This is an optimization exercise on Yosys and OpenROAD, whose aim is small area and a short achievable clock period, not a production implementation.
Function was checked by simulation only, so behaviour that the tests miss may differ from the original.
Power and IR drop assume default switching activity.

==> run X <==
==> flow/design.v <==
module APB_INT_Count #(
    parameter DATA_WIDTH = 32,
    parameter ADDR_WIDTH = 16
)
(
    input  wire                     PCLK,
    input  wire                     PRESETn,
    input  wire                     PSEL,
    input  wire                     PENABLE,
    input  wire                     PWRITE,
    input  wire [ADDR_WIDTH-1:0]    PADDR,
    input  wire [DATA_WIDTH-1:0]    PWDATA,
    output reg  [DATA_WIDTH-1:0]    PRDATA,
    output reg                      PREADY,
    output reg                      PSLVERR,
    output wire                     linux_irq,
    output wire                     lim_irq,
    output wire                     itim_irq,
    input  wire                     linux_ack,
    input  wire                     lim_ack,
    input  wire                     itim_ack
);
    reg  [31:0] ctrl [1:3];
    reg  [31:0] cnt0 [1:3];           
    reg  [31:0] hist [1:3][1:9];      
    reg  [9:1]  fill [1:3];           
    reg         invalid_access;
    assign linux_irq = ctrl[1][0];
    assign lim_irq   = ctrl[2][0];
    assign itim_irq  = ctrl[3][0];
    wire [3:1] ack = {itim_ack, lim_ack, linux_ack};
    wire [3:1] irq = {itim_irq, lim_irq, linux_irq};
    wire       acc  = PSEL & PENABLE;
    wire       racc = acc & ~PWRITE;
    wire       nh0, nh1, nl, wacc3, racc3, qw, qr;
    g_nor4 u_nh0 (.a(PADDR[15:12]), .y(nh0));
    g_nor4 u_nh1 (.a(PADDR[11:8]),  .y(nh1));
    g_nor2 u_nl  (.a(PADDR[1:0]),   .y(nl));
    g_and3 u_wa  (.a({PSEL, PENABLE, PWRITE}), .y(wacc3));
    g_and3 u_ra  (.a({PSEL, PENABLE, ~PWRITE}), .y(racc3));
    g_and4 u_qw  (.a({nh0, nh1, nl, wacc3}), .y(qw));
    g_and4 u_qr  (.a({nh0, nh1, nl, racc3}), .y(qr));
    wire       hi0 = nh0 & nh1 & nl;
    wire [7:0] pa, pb;
    genvar gi;
    generate
        for (gi = 0; gi < 8; gi = gi + 1) begin : g_pre
            wire [2:0] kk = gi;
            g_and3 u_pa (.a(PADDR[7:5] ~^ kk), .y(pa[gi]));
            g_and3 u_pb (.a(PADDR[4:2] ~^ kk), .y(pb[gi]));
        end
    endgenerate
    wire [47:0] dw;
    generate
        for (gi = 0; gi < 48; gi = gi + 1) begin : g_dw
            assign dw[gi] = pa[gi >> 3] & pb[gi & 7];
        end
    endgenerate
    wire [3:1] wr_ctrl, load;
    g_and3 u_wc1 (.a({qw, pa[0], pb[1]}), .y(wr_ctrl[1]));
    g_and3 u_wc2 (.a({qw, pa[0], pb[2]}), .y(wr_ctrl[2]));
    g_and3 u_wc3 (.a({qw, pa[0], pb[3]}), .y(wr_ctrl[3]));
    g_and3 u_ld1 (.a({qw, pa[0], pb[4]}), .y(load[1]));
    g_and3 u_ld2 (.a({qw, pa[2], pb[0]}), .y(load[2]));
    g_and3 u_ld3 (.a({qw, pa[4], pb[0]}), .y(load[3]));
    wire [3:0] lo = PADDR[5:2];
    wire       wvalid = hi0 & (dw[0] | dw[1] | dw[2] | dw[3] | dw[4] | dw[16] | dw[32]);
    wire       rvalid = hi0 & ((PADDR[7:6] == 2'b00) & (lo <= 4'd13)
                             | (PADDR[7:6] == 2'b01) & (lo <= 4'd9)
                             | (PADDR[7:6] == 2'b10) & (lo <= 4'd9));
    localparam NSRC = 34;
    wire [NSRC-1:0] rsel;
    wire [31:0]     rsrc [0:NSRC-1];
    assign rsel[0] = dw[0];                                     
    assign rsrc[0] = 32'h0000_0001;
    function integer cbase;
        input integer ch;
        cbase = (ch == 1) ? 4 : (ch == 2) ? 16 : 32;
    endfunction
    genvar rc, rs;
    generate
        for (rc = 1; rc <= 3; rc = rc + 1) begin : g_rsel
            assign rsel[rc] = dw[rc];
            assign rsrc[rc] = ctrl[rc];
            assign rsel[rc + 3] = dw[cbase(rc)];
            assign rsrc[rc + 3] = cnt0[rc];
            for (rs = 1; rs <= 9; rs = rs + 1) begin : g_hist
                assign rsel[6 + (rc - 1) * 9 + rs] = dw[cbase(rc) + rs] & fill[rc][rs];
                assign rsrc[6 + (rc - 1) * 9 + rs] = hist[rc][rs];
            end
        end
    endgenerate
    wire [31:0] rmux_n;
    genvar rb, rk;
    generate
        for (rb = 0; rb < 32; rb = rb + 1) begin : g_rbit
            wire [NSRC-1:0] d;
            for (rk = 0; rk < NSRC; rk = rk + 1) begin : g_k
                assign d[rk] = rsrc[rk][rb];
            end
            rd_bit_n u_rd (.sel(rsel), .d(d), .qn(rmux_n[rb]));
        end
    endgenerate
    wire [31:0] rdata = ({32{qr}} & ~rmux_n) | ({32{~racc}} & PRDATA);
    genvar gc;
    integer k;
    generate
        for (gc = 1; gc <= 3; gc = gc + 1) begin : g_ch
            wire shift = ack[gc] & ~irq[gc] & ~load[gc];
            wire [31:0] cnt0_d;
            cnt_next u_cnt (.q(cnt0[gc]), .pw(PWDATA), .rstn(PRESETn), .load(load[gc]),
                            .inc(irq[gc]), .clr(ack[gc]), .d(cnt0_d));
            always @(posedge PCLK)
                cnt0[gc] <= cnt0_d;
            always @(posedge PCLK) begin
                if (!PRESETn)
                    fill[gc] <= 9'd0;
                else if (shift)
                    fill[gc] <= {fill[gc][8:1], 1'b1};
            end
            always @(posedge PCLK) begin
                if (shift) begin
                    hist[gc][1] <= cnt0[gc];
                    for (k = 2; k <= 9; k = k + 1)
                        hist[gc][k] <= hist[gc][k - 1];
                end
            end
        end
    endgenerate
    integer c;
    always @(posedge PCLK or negedge PRESETn) begin
        if (!PRESETn) begin
            ctrl[1] <= 32'd0;
            ctrl[2] <= 32'd0;
            ctrl[3] <= 32'd0;
            PRDATA <= 32'd0;
            PREADY <= 1'b0;
            PSLVERR <= 1'b0;
            invalid_access <= 1'b0;
        end else begin
            for (c = 1; c <= 3; c = c + 1) begin
                if (wr_ctrl[c])
                    ctrl[c] <= PWDATA;
                else if (ack[c])
                    ctrl[c][0] <= 1'b0;
            end
            PRDATA <= rdata;
            invalid_access <= acc & ~(PWRITE ? wvalid : rvalid);
            PREADY <= acc & ~invalid_access;
            PSLVERR <= acc & invalid_access;
        end
    end
endmodule
module rd_bit_n (
    input  wire [33:0] sel,
    input  wire [33:0] d,
    output wire        qn
);
    wire [11:0] t;
    genvar i;
    generate
        for (i = 0; i < 11; i = i + 1) begin : g_aoi
            g_a222oi u_a (.a(sel[3 * i + 2:3 * i]), .b(d[3 * i + 2:3 * i]), .y(t[i]));
        end
    endgenerate
    g_nand2 u_last (.a({sel[33], d[33]}), .y(t[11]));
    wire [2:0] u;
    g_nand4 u_n0 (.a(t[3:0]),  .y(u[0]));
    g_nand4 u_n1 (.a(t[7:4]),  .y(u[1]));
    g_nand4 u_n2 (.a(t[11:8]), .y(u[2]));
    g_nor3  u_o  (.a(u), .y(qn));
endmodule
module cnt_next (
    input  wire [31:0] q,
    input  wire [31:0] pw,
    input  wire        rstn,
    input  wire        load,
    input  wire        inc,
    input  wire        clr,
    output wire [31:0] d
);
    wire [7:0]  g;
    wire [7:0]  gin;
    wire [31:0] c;
    genvar i;
    generate
        for (i = 0; i < 8; i = i + 1) begin : g_grp
            assign g[i] = &q[4 * i + 3:4 * i];
            if (i == 0) begin : g_first
                assign gin[i] = inc;
            end else begin : g_rest
                assign gin[i] = inc & (&g[i - 1:0]);
            end
            assign c[4 * i]     = gin[i];
            assign c[4 * i + 1] = gin[i] & q[4 * i];
            assign c[4 * i + 2] = gin[i] & q[4 * i] & q[4 * i + 1];
            assign c[4 * i + 3] = gin[i] & q[4 * i] & q[4 * i + 1] & q[4 * i + 2];
        end
    endgenerate
    wire ld   = rstn & load;
    wire keep = rstn & ~load & (inc | ~clr);
    assign d = ({32{ld}} & pw) | ({32{keep}} & (q ^ c));
endmodule
module g_nor4 (input wire [3:0] a, output wire y);
    assign y = ~|a;
endmodule
module g_nor2 (input wire [1:0] a, output wire y);
    assign y = ~|a;
endmodule
module g_and3 (input wire [2:0] a, output wire y);
    assign y = &a;
endmodule
module g_and4 (input wire [3:0] a, output wire y);
    assign y = &a;
endmodule
module g_a222oi (input wire [2:0] a, input wire [2:0] b, output wire y);
    assign y = ~|(a & b);
endmodule
module g_nand2 (input wire [1:0] a, output wire y);
    assign y = ~&a;
endmodule
module g_nand4 (input wire [3:0] a, output wire y);
    assign y = ~&a;
endmodule
module g_nor3 (input wire [2:0] a, output wire y);
    assign y = ~|a;
endmodule
==> flow/flow/run.sh <==
#!/bin/bash
set -euo pipefail
bash standard.sh SETUP_SLACK_MARGIN=6.5 'BUFFER_PORTS_ARGS=-buffer_cell sky130_fd_sc_hd__buf_2' finish > flow_make.log 2>&1
==> flow/standard.sh <==
#!/bin/bash
# synth_recipe.tcl (not shown) runs the flow's synth.tcl, then flattens the netlist and writes it again
# the make line also repeats each setting of config.mk as NAME=value (left out here)
make -C /OpenROAD-flow-scripts/flow DESIGN_CONFIG=/design/flow/config.mk WORK_HOME=/design/flow/orfs CLKGATE_MAP_FILE= SYNTH_SCRIPT=/design/flow/synth_recipe.tcl "${@:-finish}"
==> flow/config.mk <==
export PLATFORM = sky130hd
export DESIGN_NAME = APB_INT_Count
export DESIGN_NICKNAME = APB_INT_Count
export VERILOG_FILES = /design/flow/design.v
export SDC_FILE = /design/flow/constraint.sdc
export NUM_CORES = 4
export LEC_CHECK = 0
export CAP_MARGIN = 20
export CORE_MARGIN = 2
export CORE_UTILIZATION = 45
export CTS_BUF_LIST = sky130_fd_sc_hd__clkbuf_16
export CTS_CLUSTER_DIAMETER = 100
export CTS_CLUSTER_SIZE = 26
export SETUP_SLACK_MARGIN = 5
export SLEW_MARGIN = 20
export SYNTH_HIERARCHICAL = 1
export SYNTH_MINIMUM_KEEP_SIZE = 0
==> flow/constraint.sdc <==
create_clock -name core_clock -period 10.0 [get_ports {PCLK}]
set_input_delay 2.0000 -clock core_clock [delete_from_list [all_inputs] [get_ports {PCLK}]]
set_output_delay 2.0000 -clock core_clock [all_outputs]
set_load 0.01 [all_outputs]
==> inputs of run F, as changes to run X <==
--- a/flow/design.v
+++ b/flow/design.v
@@ -92,3 +92,3 @@
     endgenerate
-    wire [31:0] rmux_n;
+    wire [31:0] rmux;
     genvar rb, rk;
@@ -100,6 +100,6 @@
             end
-            rd_bit_n u_rd (.sel(rsel), .d(d), .qn(rmux_n[rb]));
-        end
-    endgenerate
-    wire [31:0] rdata = ({32{qr}} & ~rmux_n) | ({32{~racc}} & PRDATA);
+            rd_bit #(.N(NSRC)) u_rd (.sel(rsel), .d(d), .q(rmux[rb]));
+        end
+    endgenerate
+    wire [31:0] rdata = ({32{qr}} & rmux) | ({32{~racc}} & PRDATA);
     genvar gc;
@@ -153,20 +153,10 @@
 endmodule
-module rd_bit_n (
-    input  wire [33:0] sel,
-    input  wire [33:0] d,
-    output wire        qn
+module rd_bit #(
+    parameter N = 2
+) (
+    input  wire [N-1:0] sel,
+    input  wire [N-1:0] d,
+    output wire         q
 );
-    wire [11:0] t;
-    genvar i;
-    generate
-        for (i = 0; i < 11; i = i + 1) begin : g_aoi
-            g_a222oi u_a (.a(sel[3 * i + 2:3 * i]), .b(d[3 * i + 2:3 * i]), .y(t[i]));
-        end
-    endgenerate
-    g_nand2 u_last (.a({sel[33], d[33]}), .y(t[11]));
-    wire [2:0] u;
-    g_nand4 u_n0 (.a(t[3:0]),  .y(u[0]));
-    g_nand4 u_n1 (.a(t[7:4]),  .y(u[1]));
-    g_nand4 u_n2 (.a(t[11:8]), .y(u[2]));
-    g_nor3  u_o  (.a(u), .y(qn));
+    assign q = |(sel & d);
 endmodule
@@ -181,4 +171,4 @@
 );
-    wire [7:0]  g;
-    wire [7:0]  gin;
+    wire [7:0] g;
+    wire [7:0] gin;
     wire [31:0] c;
@@ -189,5 +179,5 @@
             if (i == 0) begin : g_first
-                assign gin[i] = inc;
+                assign gin[i] = 1'b1;
             end else begin : g_rest
-                assign gin[i] = inc & (&g[i - 1:0]);
+                assign gin[i] = &g[i - 1:0];
             end
@@ -199,5 +189,6 @@
     endgenerate
-    wire ld   = rstn & load;
-    wire keep = rstn & ~load & (inc | ~clr);
-    assign d = ({32{ld}} & pw) | ({32{keep}} & (q ^ c));
+    wire ld = rstn & load;
+    wire up = rstn & ~load & inc;
+    wire hd = rstn & ~load & ~inc & ~clr;
+    assign d = ({32{ld}} & pw) | ({32{up}} & (q ^ c)) | ({32{hd}} & q);
 endmodule
@@ -215,13 +206 @@
 endmodule
-module g_a222oi (input wire [2:0] a, input wire [2:0] b, output wire y);
-    assign y = ~|(a & b);
-endmodule
-module g_nand2 (input wire [1:0] a, output wire y);
-    assign y = ~&a;
-endmodule
-module g_nand4 (input wire [3:0] a, output wire y);
-    assign y = ~&a;
-endmodule
-module g_nor3 (input wire [2:0] a, output wire y);
-    assign y = ~|a;
-endmodule
- CORE_UTILIZATION: 45 -> 40
- CTS_CLUSTER_DIAMETER: 100 -> 90
- CTS_CLUSTER_SIZE: 26 -> 22
==> inputs of run G, as changes to run X <==
- CORE_UTILIZATION: 45 -> 55
- CTS_CLUSTER_DIAMETER: 100 -> 90
- CTS_CLUSTER_SIZE: 26 -> 22
- PLACE_DENSITY: unset -> 0.72
==> notes <==
Against run G, the wire length of run F is higher by about 55%. Die area, lowest first: run G, run X, run F. In sequential power, run G and run F hardly differ. Clock-buffer cell count, lowest first: run X, run F, run G. Run X produced a clean layout. Run F finished with timing, DRC and antenna clean. Run G finished but fails on antenna violations. Sequential share of layout area, highest first: run G, run X, run F. Of run F and run X, run F has the higher non-clock buffer count (gap 139). Worst hold slack, highest first: run G, run X, run F. Combinational power is about the same in run G and run X. Total power: run X < run G < run F.
==> figures <==
item	run G	run X	run F
Status	failed layout checks	finished clean	finished clean
Layout check failures	antenna violations	-	-
Arrival time worst endpoint	4.04 ns	4.11 ns	4.33 ns
IR drop worst, VDD	0.134 mV	0.126 mV	0.130 mV
Hold path depth	0	1	1
Clock period minus worst slack	3.53 ns	3.63 ns	3.77 ns
Count of non-CTS inverters in the layout	11	11	82
Final design instance area without fill	45800 sq um	46000 sq um	50800 sq um
Cell with the largest stage delay on the worst path	sky130_fd_sc_hd__a222oi_1	sky130_fd_sc_hd__a222oi_1	sky130_fd_sc_hd__a22o_1
Diode insertion count for antenna repair	10	3	15
P_seq	5.32 mW	5.32 mW	5.34 mW
Area of the core	74300 sq um	91200 sq um	106000 sq um
Layout net count	2571	2581	3051
Worst setup path endpoint	PRDATA[25]$_DFF_PN0_	PRDATA[24]$_DFF_PN0_	PRDATA[27]$_DFF_PN0_
Met2 WL	52500 microns	51500 microns	75500 microns
R2r setup slk	7.15 ns	7.23 ns	6.61 ns
Power consumed by the clock network	2.47 mW	2.27 mW	2.56 mW
Number of gates on the worst path with buffers counted	8	9	11
Clock network latency to the later pin of the worst-skew pair	0.66 ns	0.63 ns	0.68 ns
Adder-cell area share of the yosys netlist	2.18%	2.18%	2.02%
Internal cell power	6.33 mW	6.18 mW	6.34 mW

[afterwards: timing with drivers on the ports]
No port has a modelled driver above. Below, the same layouts with a new extraction and two added sets of constraints. Step 1, drivers: a clkbuf_16 drives PCLK and a buf_2 each remaining input, both assumed. Step 2, shift: input delay + t, output delay - t, t = (earliest + latest rising clock arrival at the registers) / 2. This alone moves slack from input paths to output paths. Slacks: ideal / step 1 / step 2; pairs: ideal / step 1.
run | t (ns) | setup WS [ns] | worst data-port slew with drivers (ns)
run X | 0.685 | 6.374 / 6.381 / 5.696 | 0.10
run F | 0.737 | 6.225 / 6.227 / 5.490 | 0.14
run G | 0.710 | 6.466 / 6.505 / 5.795 | 0.06
For run F, which loses most, drivers alone change the setup slack by +0.002 ns; drivers and shift together by -0.735 ns.
